This is an optimization exercise on Yosys and OpenROAD, whose aim is small area and a short achievable clock period, not a production implementation. At most, simulation tests tie the RTL to the original design; equivalence was not proved. The clock input has no modelled driver; a real chip could not lean on it and would need a root buffer or a full tree. Power and IR drop assume default switching activity.

==> inputs of run a <==
// Division
module Division(
	input         clock,
	input         start,
	input  [31:0] a,
	input  [31:0] b,
	output reg [31:0] q,
	output reg [31:0] r
);
==> flow/config.mk <==
export PLATFORM = sky130hd
export DESIGN_NAME = Division
export DESIGN_NICKNAME = Division
export VERILOG_FILES = /design/flow/design.v
export SDC_FILE = /design/flow/constraint.sdc
export NUM_CORES = 4
export LEC_CHECK = 0
export CAP_MARGIN = 20
export CORE_MARGIN = 2
export CORE_UTILIZATION = 40
export PLACE_DENSITY = 0.6
export SETUP_SLACK_MARGIN = 3.9
export SLEW_MARGIN = 20
export SYNTH_HIERARCHICAL = 1
export SYNTH_MINIMUM_KEEP_SIZE = 0
==> flow/constraint.sdc <==
create_clock -name core_clock -period 6.0 [get_ports {clock}]
set_input_delay 1.2000 -clock core_clock [delete_from_list [all_inputs] [get_ports {clock}]]
set_output_delay 1.2000 -clock core_clock [all_outputs]
set_load 0.01 [all_outputs]
standard.sh (not shown) runs the stock make flow with config.mk's settings and CLKGATE_MAP_FILE= SYNTH_SCRIPT=/design/flow/synth_recipe.tcl, a recipe that flattens the netlist after the stock synthesis.
==> flow/flow/run.sh <==
#!/bin/bash
# Standard ORFS layout (the standard.sh) with these changes:
#  - the port buffers are the smallest buffer (buf_1) instead of the one buffer_ports picks;
#  - the full-adder extraction step in synthesis is skipped, so ABC maps the adder logic itself;
#  - ABC sizes cells for a 1 fF load instead of 5 fF (smaller cells; the placer's repair sizes up);
#  - the clock tree is one level of four clkbuf_16 (flow/clock_buffers.tcl, via the
#    PRE_CTS_TCL hook) instead of TritonCTS's two levels.
# Each tool's output goes to the logs under orfs/logs; make's output goes to standard.log.
export BUFFER_PORTS_ARGS="-buffer_cell sky130_fd_sc_hd__buf_1"
export ADDER_MAP_FILE=
export PRE_CTS_TCL="$PWD/flow/pre_cts.tcl"
bash standard.sh ABC_LOAD_IN_FF=1 finish > standard.log 2>&1
==> flow/flow/clock_buffers.tcl <==
# One-level clock tree: the clock port drives four clkbuf_16, each driving the
# flip-flops of one quarter of the core (split by x at the median, then each half
# by y at its median), placed at the centre of its flip-flops. Replaces TritonCTS.
set block [ord::get_db_block]
set db [ord::get_db]
set clk_net [$block findNet clock]
set master [$db findMaster sky130_fd_sc_hd__clkbuf_16]
set sinks {}
foreach it [$clk_net getITerms] {
  set inst [$it getInst]
  if { [[$inst getMaster] isSequential] || [string match "*CLK*" [[$it getMTerm] getName]] } {
    set loc [$inst getLocation]
    lappend sinks [list $it [lindex $loc 0] [lindex $loc 1]]
  }
}
set n [llength $sinks]
puts "clock_buffers: $n sinks"
set byx [lsort -integer -index 1 $sinks]
set h [expr {$n / 2}]
set groups {}
foreach half [list [lrange $byx 0 [expr {$h - 1}]] [lrange $byx $h end]] {
  set byy [lsort -integer -index 2 $half]
  set m [expr {[llength $byy] / 2}]
  lappend groups [lrange $byy 0 [expr {$m - 1}]] [lrange $byy $m end]
}
set k 0
foreach g $groups {
  set net [odb::dbNet_create $block "clknet_q$k"]
  $net setSigType CLOCK
  set buf [odb::dbInst_create $block $master "clkbuf_q$k"]
  set sx 0; set sy 0
  foreach s $g {
    set it [lindex $s 0]
    $it disconnect
    $it connect $net
    incr sx [lindex $s 1]; incr sy [lindex $s 2]
  }
  set cnt [llength $g]
  $buf setLocation [expr {$sx / $cnt}] [expr {$sy / $cnt}]
  $buf setPlacementStatus PLACED
  [$buf findITerm A] connect $clk_net
  [$buf findITerm X] connect $net
  puts "clock_buffers: clkbuf_q$k drives $cnt sinks"
  incr k
}
==> flow/flow/pre_cts.tcl <==
# Hook run by ORFS's cts.tcl before its clock_tree_synthesis call: builds the
# one-level clock tree of clock_buffers.tcl and turns that call into setting the
# clock propagated, so TritonCTS adds no second level. The rest of cts.tcl
# (legalisation, setup and hold repair) runs as usual.
source [file join [file dirname [info script]] clock_buffers.tcl]
proc clock_tree_synthesis { args } {
  puts "clock_tree_synthesis replaced by flow/clock_buffers.tcl"
  set_propagated_clock [all_clocks]
}
==> inputs of run b, as changes to run a <==
--- a/flow/design.v
+++ b/flow/design.v
@@ -236,19 +236,16 @@
   div_xorn dx31 (.a(t[31]), .b(G6_30), .y(nd[31]));
   wire en   = run & ~f1;
   wire hold = ~run & ~f1;
   wire b_is0 = ~|bq;
   wire b_is1 = (bq == 32'd1);
   wire ge1   = b_is0 | (b_is1 & a[31]);
   wire f1r0  = f1 & ~b_is1;
-  wire [3:0] ngs;
-  div_gsel ugs0 (.r31(r[31]), .g(G5_31), .en(en), .ngs(ngs[0]));
-  div_gsel ugs1 (.r31(r[31]), .g(G5_31), .en(en), .ngs(ngs[1]));
-  div_gsel ugs2 (.r31(r[31]), .g(G5_31), .en(en), .ngs(ngs[2]));
-  div_gsel ugs3 (.r31(r[31]), .g(G5_31), .en(en), .ngs(ngs[3]));
+  wire ngs;             
+  div_gsel ugs (.r31(r[31]), .g(G5_31), .en(en), .ngs(ngs));
   wire [31:0] rn, qn, ny;
   wire [31:0] qs = {q[30:0], 1'b0};
   wire [31:0] as = {a[30:0], 1'b0};
   wire ngs_q, nyq0, q0n;
   div_gsel ugq (.r31(r[31]), .g(G5_31), .en(en), .ngs(ngs_q));
   div_sel2n uyq (.s0(f1), .d0(ge1), .s1(hold), .d1(q[0]), .y(nyq0));
   assign q0n = ~(ngs_q & nyq0);
@@ -256,15 +253,15 @@
   generate
     for (i = 0; i < 32; i = i + 1) begin : sel
       if (i == 0) begin : y0
         div_sel3n uy (.s0(en), .d0(x[i]), .s1(hold), .d1(r[i]), .s2(f1r0), .d2(a[31]), .y(ny[i]));
       end else begin : yi
         div_sel2n uy (.s0(en), .d0(x[i]), .s1(hold), .d1(r[i]), .y(ny[i]));
       end
-      div_mux2i ur (.s(ngs[i / 8]), .a1n(ny[i]), .a0n(nd[i]), .y(rn[i]));
+      div_mux2i ur (.s(ngs), .a1n(ny[i]), .a0n(nd[i]), .y(rn[i]));
       if (i == 0) begin : q0
         assign qn[i] = q0n;
       end else begin : qi
         div_sel3  uq (.s0(f1), .d0(as[i]), .s1(en), .d1(qs[i]), .s2(hold), .d2(q[i]), .y(qn[i]));
       end
     end
   endgenerate
==> flow/flow/run.sh (replaced) <==
#!/bin/bash
# Standard ORFS layout (the standard.sh) with these changes:
#  - the port buffers are the smallest buffer (buf_1) instead of the one buffer_ports picks;
#  - the full-adder extraction step in synthesis is skipped, so ABC maps the adder logic itself;
#  - ABC sizes cells for a 1 fF load instead of 5 fF (smaller cells; the placer's repair sizes up).
# Each tool's output goes to the logs under orfs/logs; make's output goes to standard.log.
export BUFFER_PORTS_ARGS="-buffer_cell sky130_fd_sc_hd__buf_1"
export ADDER_MAP_FILE=
bash standard.sh ABC_LOAD_IN_FF=1 finish > standard.log 2>&1
==> flow/config.mk (replaced) <==
export PLATFORM = sky130hd
export DESIGN_NAME = Division
export DESIGN_NICKNAME = Division
export VERILOG_FILES = /design/flow/design.v
export SDC_FILE = /design/flow/constraint.sdc
export NUM_CORES = 4
export LEC_CHECK = 0
export CAP_MARGIN = 20
export CORE_MARGIN = 2
export CORE_UTILIZATION = 40
export CTS_BUF_LIST = sky130_fd_sc_hd__clkbuf_8
export PLACE_DENSITY = 0.6
export SETUP_SLACK_MARGIN = 3.8
export SLEW_MARGIN = 20
export SYNTH_HIERARCHICAL = 1
export SYNTH_MINIMUM_KEEP_SIZE = 0
removed: flow/flow/clock_buffers.tcl
removed: flow/flow/pre_cts.tcl
==> inputs of run c, as changes to run a <==
--- a/flow/design.v
+++ b/flow/design.v
@@ -232,16 +232,41 @@
   div_xorn dx27 (.a(t[27]), .b(G6_26), .y(nd[27]));
   div_xor dx28 (.a(t[28]), .b(G5_27), .y(nd[28]));
   div_xorn dx29 (.a(t[29]), .b(G6_28), .y(nd[29]));
   div_xor dx30 (.a(t[30]), .b(G5_29), .y(nd[30]));
   div_xorn dx31 (.a(t[31]), .b(G6_30), .y(nd[31]));
   wire en   = run & ~f1;
   wire hold = ~run & ~f1;
-  wire b_is0 = ~|bq;
-  wire b_is1 = (bq == 32'd1);
+  wire [15:0] z1;
+  wire [7:0]  z2;
+  wire [3:0]  z3;
+  wire [1:0]  z4;
+  wire        bz;
+  genvar j;
+  generate
+    for (j = 0; j < 16; j = j + 1) begin : zt1
+      if (j == 0) begin : z0
+        div_inv  u (.a(bq[1]), .y(z1[j]));
+      end else begin : zn
+        div_nor2 u (.a(bq[2*j]), .b(bq[2*j+1]), .y(z1[j]));
+      end
+    end
+    for (j = 0; j < 8; j = j + 1) begin : zt2
+      div_nand2 u (.a(z1[2*j]), .b(z1[2*j+1]), .y(z2[j]));
+    end
+    for (j = 0; j < 4; j = j + 1) begin : zt3
+      div_nor2 u (.a(z2[2*j]), .b(z2[2*j+1]), .y(z3[j]));
+    end
+    for (j = 0; j < 2; j = j + 1) begin : zt4
+      div_nand2 u (.a(z3[2*j]), .b(z3[2*j+1]), .y(z4[j]));
+    end
+  endgenerate
+  div_nor2 zt5 (.a(z4[0]), .b(z4[1]), .y(bz));
+  wire b_is0 = bz & ~bq[0];
+  wire b_is1 = bz & bq[0];
   wire ge1   = b_is0 | (b_is1 & a[31]);
   wire f1r0  = f1 & ~b_is1;
   wire [3:0] ngs;
   div_gsel ugs0 (.r31(r[31]), .g(G5_31), .en(en), .ngs(ngs[0]));
   div_gsel ugs1 (.r31(r[31]), .g(G5_31), .en(en), .ngs(ngs[1]));
   div_gsel ugs2 (.r31(r[31]), .g(G5_31), .en(en), .ngs(ngs[2]));
   div_gsel ugs3 (.r31(r[31]), .g(G5_31), .en(en), .ngs(ngs[3]));
@@ -301,14 +326,23 @@
 endmodule
 module div_sel2n(input s0, input d0, input s1, input d1, output y);
   assign y = ~((s0 & d0) | (s1 & d1));
 endmodule
 module div_mux2i(input s, input a1n, input a0n, output y);
   assign y = ~(s ? a1n : a0n);
 endmodule
+module div_inv(input a, output y);
+  assign y = ~a;
+endmodule
+module div_nor2(input a, input b, output y);
+  assign y = ~(a | b);
+endmodule
+module div_nand2(input a, input b, output y);
+  assign y = ~(a & b);
+endmodule
 module div_sel3n(input s0, input d0, input s1, input d1, input s2, input d2, output y);
   assign y = ~((s0 & d0) | (s1 & d1) | (s2 & d2));
 endmodule
 module div_sel3(input s0, input d0, input s1, input d1, input s2, input d2, output y);
   assign y = (s0 & d0) | (s1 & d1) | (s2 & d2);
 endmodule
 module div_nt(input gh, input ph, input gl, output go);
--- a/flow/config.mk
+++ b/flow/config.mk
@@ -5,11 +5,11 @@
 export SDC_FILE = /design/flow/constraint.sdc
 export NUM_CORES = 4
 export LEC_CHECK = 0
 export CAP_MARGIN = 20
 export CORE_MARGIN = 2
 export CORE_UTILIZATION = 40
 export PLACE_DENSITY = 0.6
-export SETUP_SLACK_MARGIN = 3.9
+export SETUP_SLACK_MARGIN = 4.0
 export SLEW_MARGIN = 20
 export SYNTH_HIERARCHICAL = 1
 export SYNTH_MINIMUM_KEEP_SIZE = 0
==> inputs of run d, as changes to run a <==
--- a/flow/design.v
+++ b/flow/design.v
@@ -4,15 +4,14 @@
 	input  [31:0] a,
 	input  [31:0] b,
 	output reg [31:0] q,
 	output reg [31:0] r
 );
   reg [31:0] bq;
   reg [5:0]  cnt;
-  reg        f1;
   wire        run = ~cnt[5];
   wire [31:0] x   = {r[30:0], q[31]};
   wire [31:0] t;       
   wire ng0, ng1, ng2, ng3, ng4, ng5, ng6, ng7, ng8, ng9, ng10, ng11, ng12, ng13, ng14, ng15, ng16, ng17, ng18, ng19, ng20, ng21, ng22, ng23, ng24, ng25, ng26, ng27, ng28, ng29, ng30, ng31;
   wire np1, np2, np3, np4, np5, np6, np7, np8, np9, np10, np11, np12, np13, np14, np15, np16, np17, np18, np19, np20, np21, np22, np23, np24, np25, np26, np27, np28, np29, np30, np31;
   wire G1_1, G1_3, P1_3, G1_5, P1_5, G1_7, P1_7, G1_9, P1_9, G1_11, P1_11, G1_13;
   wire P1_13, G1_15, P1_15, G1_17, P1_17, G1_19, P1_19, G1_21, P1_21, G1_23, P1_23, G1_25;
@@ -230,53 +229,32 @@
   div_xorn dx25 (.a(t[25]), .b(G6_24), .y(nd[25]));
   div_xorn dx26 (.a(t[26]), .b(G5_25), .y(nd[26]));
   div_xorn dx27 (.a(t[27]), .b(G6_26), .y(nd[27]));
   div_xor dx28 (.a(t[28]), .b(G5_27), .y(nd[28]));
   div_xorn dx29 (.a(t[29]), .b(G6_28), .y(nd[29]));
   div_xor dx30 (.a(t[30]), .b(G5_29), .y(nd[30]));
   div_xorn dx31 (.a(t[31]), .b(G6_30), .y(nd[31]));
-  wire en   = run & ~f1;
-  wire hold = ~run & ~f1;
-  wire b_is0 = ~|bq;
-  wire b_is1 = (bq == 32'd1);
-  wire ge1   = b_is0 | (b_is1 & a[31]);
-  wire f1r0  = f1 & ~b_is1;
-  wire [3:0] ngs;
-  div_gsel ugs0 (.r31(r[31]), .g(G5_31), .en(en), .ngs(ngs[0]));
-  div_gsel ugs1 (.r31(r[31]), .g(G5_31), .en(en), .ngs(ngs[1]));
-  div_gsel ugs2 (.r31(r[31]), .g(G5_31), .en(en), .ngs(ngs[2]));
-  div_gsel ugs3 (.r31(r[31]), .g(G5_31), .en(en), .ngs(ngs[3]));
+  wire en   = run & ~start;
+  wire hold = ~run & ~start;
+  wire ngs;             
+  div_gsel ugs (.r31(r[31]), .g(G5_31), .en(en), .ngs(ngs));
   wire [31:0] rn, qn, ny;
-  wire [31:0] qs = {q[30:0], 1'b0};
-  wire [31:0] as = {a[30:0], 1'b0};
-  wire ngs_q, nyq0, q0n;
-  div_gsel ugq (.r31(r[31]), .g(G5_31), .en(en), .ngs(ngs_q));
-  div_sel2n uyq (.s0(f1), .d0(ge1), .s1(hold), .d1(q[0]), .y(nyq0));
-  assign q0n = ~(ngs_q & nyq0);
+  wire [31:0] qs = {q[30:0], ge};
   genvar i;
   generate
     for (i = 0; i < 32; i = i + 1) begin : sel
-      if (i == 0) begin : y0
-        div_sel3n uy (.s0(en), .d0(x[i]), .s1(hold), .d1(r[i]), .s2(f1r0), .d2(a[31]), .y(ny[i]));
-      end else begin : yi
-        div_sel2n uy (.s0(en), .d0(x[i]), .s1(hold), .d1(r[i]), .y(ny[i]));
-      end
-      div_mux2i ur (.s(ngs[i / 8]), .a1n(ny[i]), .a0n(nd[i]), .y(rn[i]));
-      if (i == 0) begin : q0
-        assign qn[i] = q0n;
-      end else begin : qi
-        div_sel3  uq (.s0(f1), .d0(as[i]), .s1(en), .d1(qs[i]), .s2(hold), .d2(q[i]), .y(qn[i]));
-      end
+      div_sel2n uy (.s0(en), .d0(x[i]), .s1(hold), .d1(r[i]), .y(ny[i]));
+      div_mux2i ur (.s(ngs), .a1n(ny[i]), .a0n(nd[i]), .y(rn[i]));
+      div_sel3  uq (.s0(start), .d0(a[i]), .s1(en), .d1(qs[i]), .s2(hold), .d2(q[i]), .y(qn[i]));
     end
   endgenerate
   always @(posedge clock) begin
     bq  <= b;
     r   <= rn;
     q   <= qn;
-    f1  <= start;
     cnt <= start ? 6'd0 : cnt + {5'd0, run};
   end
 endmodule
 module div_pg(input x, input b, output ng, output np);
   assign ng = ~(x & ~b);
   assign np = ~(x | ~b);
 endmodule
@@ -301,17 +279,14 @@
 endmodule
 module div_sel2n(input s0, input d0, input s1, input d1, output y);
   assign y = ~((s0 & d0) | (s1 & d1));
 endmodule
 module div_mux2i(input s, input a1n, input a0n, output y);
   assign y = ~(s ? a1n : a0n);
 endmodule
-module div_sel3n(input s0, input d0, input s1, input d1, input s2, input d2, output y);
-  assign y = ~((s0 & d0) | (s1 & d1) | (s2 & d2));
-endmodule
 module div_sel3(input s0, input d0, input s1, input d1, input s2, input d2, output y);
   assign y = (s0 & d0) | (s1 & d1) | (s2 & d2);
 endmodule
 module div_nt(input gh, input ph, input gl, output go);
   assign go = ~(gh | (ph & gl));
 endmodule
 module div_ntp(input gh, input ph, input gl, input pl, output go, output po);
==> flow/flow/run.sh (replaced) <==
#!/bin/bash
# Standard ORFS layout (the standard.sh) with these changes:
#  - the port buffers are the smallest buffer (buf_1) instead of the one buffer_ports picks;
#  - the full-adder extraction step in synthesis is skipped, so ABC maps the adder logic itself;
#  - ABC sizes cells for a 1 fF load instead of 5 fF (smaller cells; the placer's repair sizes up).
# Each tool's output goes to the logs under orfs/logs; make's output goes to standard.log.
export BUFFER_PORTS_ARGS="-buffer_cell sky130_fd_sc_hd__buf_1"
export ADDER_MAP_FILE=
bash standard.sh ABC_LOAD_IN_FF=1 finish > standard.log 2>&1
==> flow/config.mk (replaced) <==
export PLATFORM = sky130hd
export DESIGN_NAME = Division
export DESIGN_NICKNAME = Division
export VERILOG_FILES = /design/flow/design.v
export SDC_FILE = /design/flow/constraint.sdc
export NUM_CORES = 4
export LEC_CHECK = 0
export CAP_MARGIN = 20
export CORE_MARGIN = 2
export CORE_UTILIZATION = 40
export CTS_BUF_LIST = sky130_fd_sc_hd__clkbuf_8
export PLACE_DENSITY = 0.6
export SETUP_SLACK_MARGIN = 3.7
export SLEW_MARGIN = 20
export SYNTH_HIERARCHICAL = 1
export SYNTH_MINIMUM_KEEP_SIZE = 0
removed: flow/flow/clock_buffers.tcl
removed: flow/flow/pre_cts.tcl
==> run summary <==
Proportion of cell area occupied by registers: run a 34.98%; run b 36.34%; run d 36.58%; run c 34.62%
Count of clock buffers in the final design: run a -; run b 9; run d 11; run c -
TritonCTS Sinks: run a -; run b 103; run d 102; run c -
Switching pwr: run a 286.5 µW; run b 350.7 µW; run d 319.0 µW; run c 292.8 µW
Complex-gate fraction of the synthesized area: run a 19.91%; run b 19.65%; run d 19.49%; run c 19.87%
Multi-input combinational cell count: run a 358; run b 355; run d 338; run c 374
Worst setup skew after layout: run a 0.004032 ns; run b 0.01586 ns; run d 0.008609 ns; run c 0.008786 ns
Maximum achievable frequency: run a 495.4 MHz; run b 465.1 MHz; run d 452.8 MHz; run c 489.9 MHz
Worst slew margin relative to its limit: run a 58.81%; run b 46.64%; run d 67.10%; run c 62.14%
Run status: run a finished clean; run b finished clean; run d finished clean; run c finished clean
Nets in the synthesized netlist: run a 575; run b 572; run d 555; run c 593
Clock buf/inv share: run a -; run b 3.204%; run d 3.587%; run c -
Area delta synth->final: run a 28.58%; run b 24.83%; run d 22.45%; run c 30.53%
R2R Setup Slk: run a 3.98 ns; run b 3.94 ns; run d 3.81 ns; run c 3.96 ns
Worst Hold Path EP: run a cnt[3]$_SDFF_PP0_; run b cnt[3]$_SDFF_PP0_; run d q[29]$_DFF_P_; run c q[14]$_DFF_P_
Biggest fanout along the worst timing path: run a 3; run b 5; run d 41; run c 8
Routed wire per std cell: run a 14.59 µm; run b 15.12 µm; run d 13.41 µm; run c 14.23 µm
Multiplexer area fraction after synthesis: run a 6.850%; run b 6.872%; run d 7.274%; run c 6.801%
Least-Margin Pin Slew: run a 0.6151 ns; run b 0.7995 ns; run d 0.4925 ns; run c 0.5680 ns
No functional check of the RTL was part of run a and run c. In run a and run c the design's own scripts or RTL, not TritonCTS, make the clock network.

## static timing again, ports no longer ideal
The results above use ideal ports. As a check the final layouts listed here were re-extracted and re-timed, cells and wires unchanged. Step 1, drivers: a clkbuf_16 drives clock and a buf_2 each remaining input, both assumed. Step 2 adds t to the input delays and takes it off the output delays; t is the mean of the earliest and latest rising clock arrival at the registers after step 1. Input paths then give back, and output paths get back, about the clock's delay inside the block. a / b / c = ideal / step 1 / step 2; a / b = the first two.
| run | t (ns) | setup WS [ns] | hold WS [ns] | pins driven straight from the clock port |
|---|---|---|---|---|
| run a | 0.237 | 3.982 / 3.915 / 3.982 | 0.485 / 0.485 / 0.485 | 4 |
| run b | 0.411 | 3.850 / 3.816 / 3.936 | 0.477 / 0.477 / 0.477 | 1 |
| run c | 0.242 | 3.959 / 3.947 / 3.959 | 0.505 / 0.505 / 0.505 | 4 |
| run d | 0.396 | 3.792 / 3.767 / 3.401 | 0.498 / 0.498 / 0.498 | 1 |
After both steps every run listed still meets setup and hold. The setup slack of run d, which loses most, moves by -0.025 ns with the drivers and by -0.391 ns with both steps.
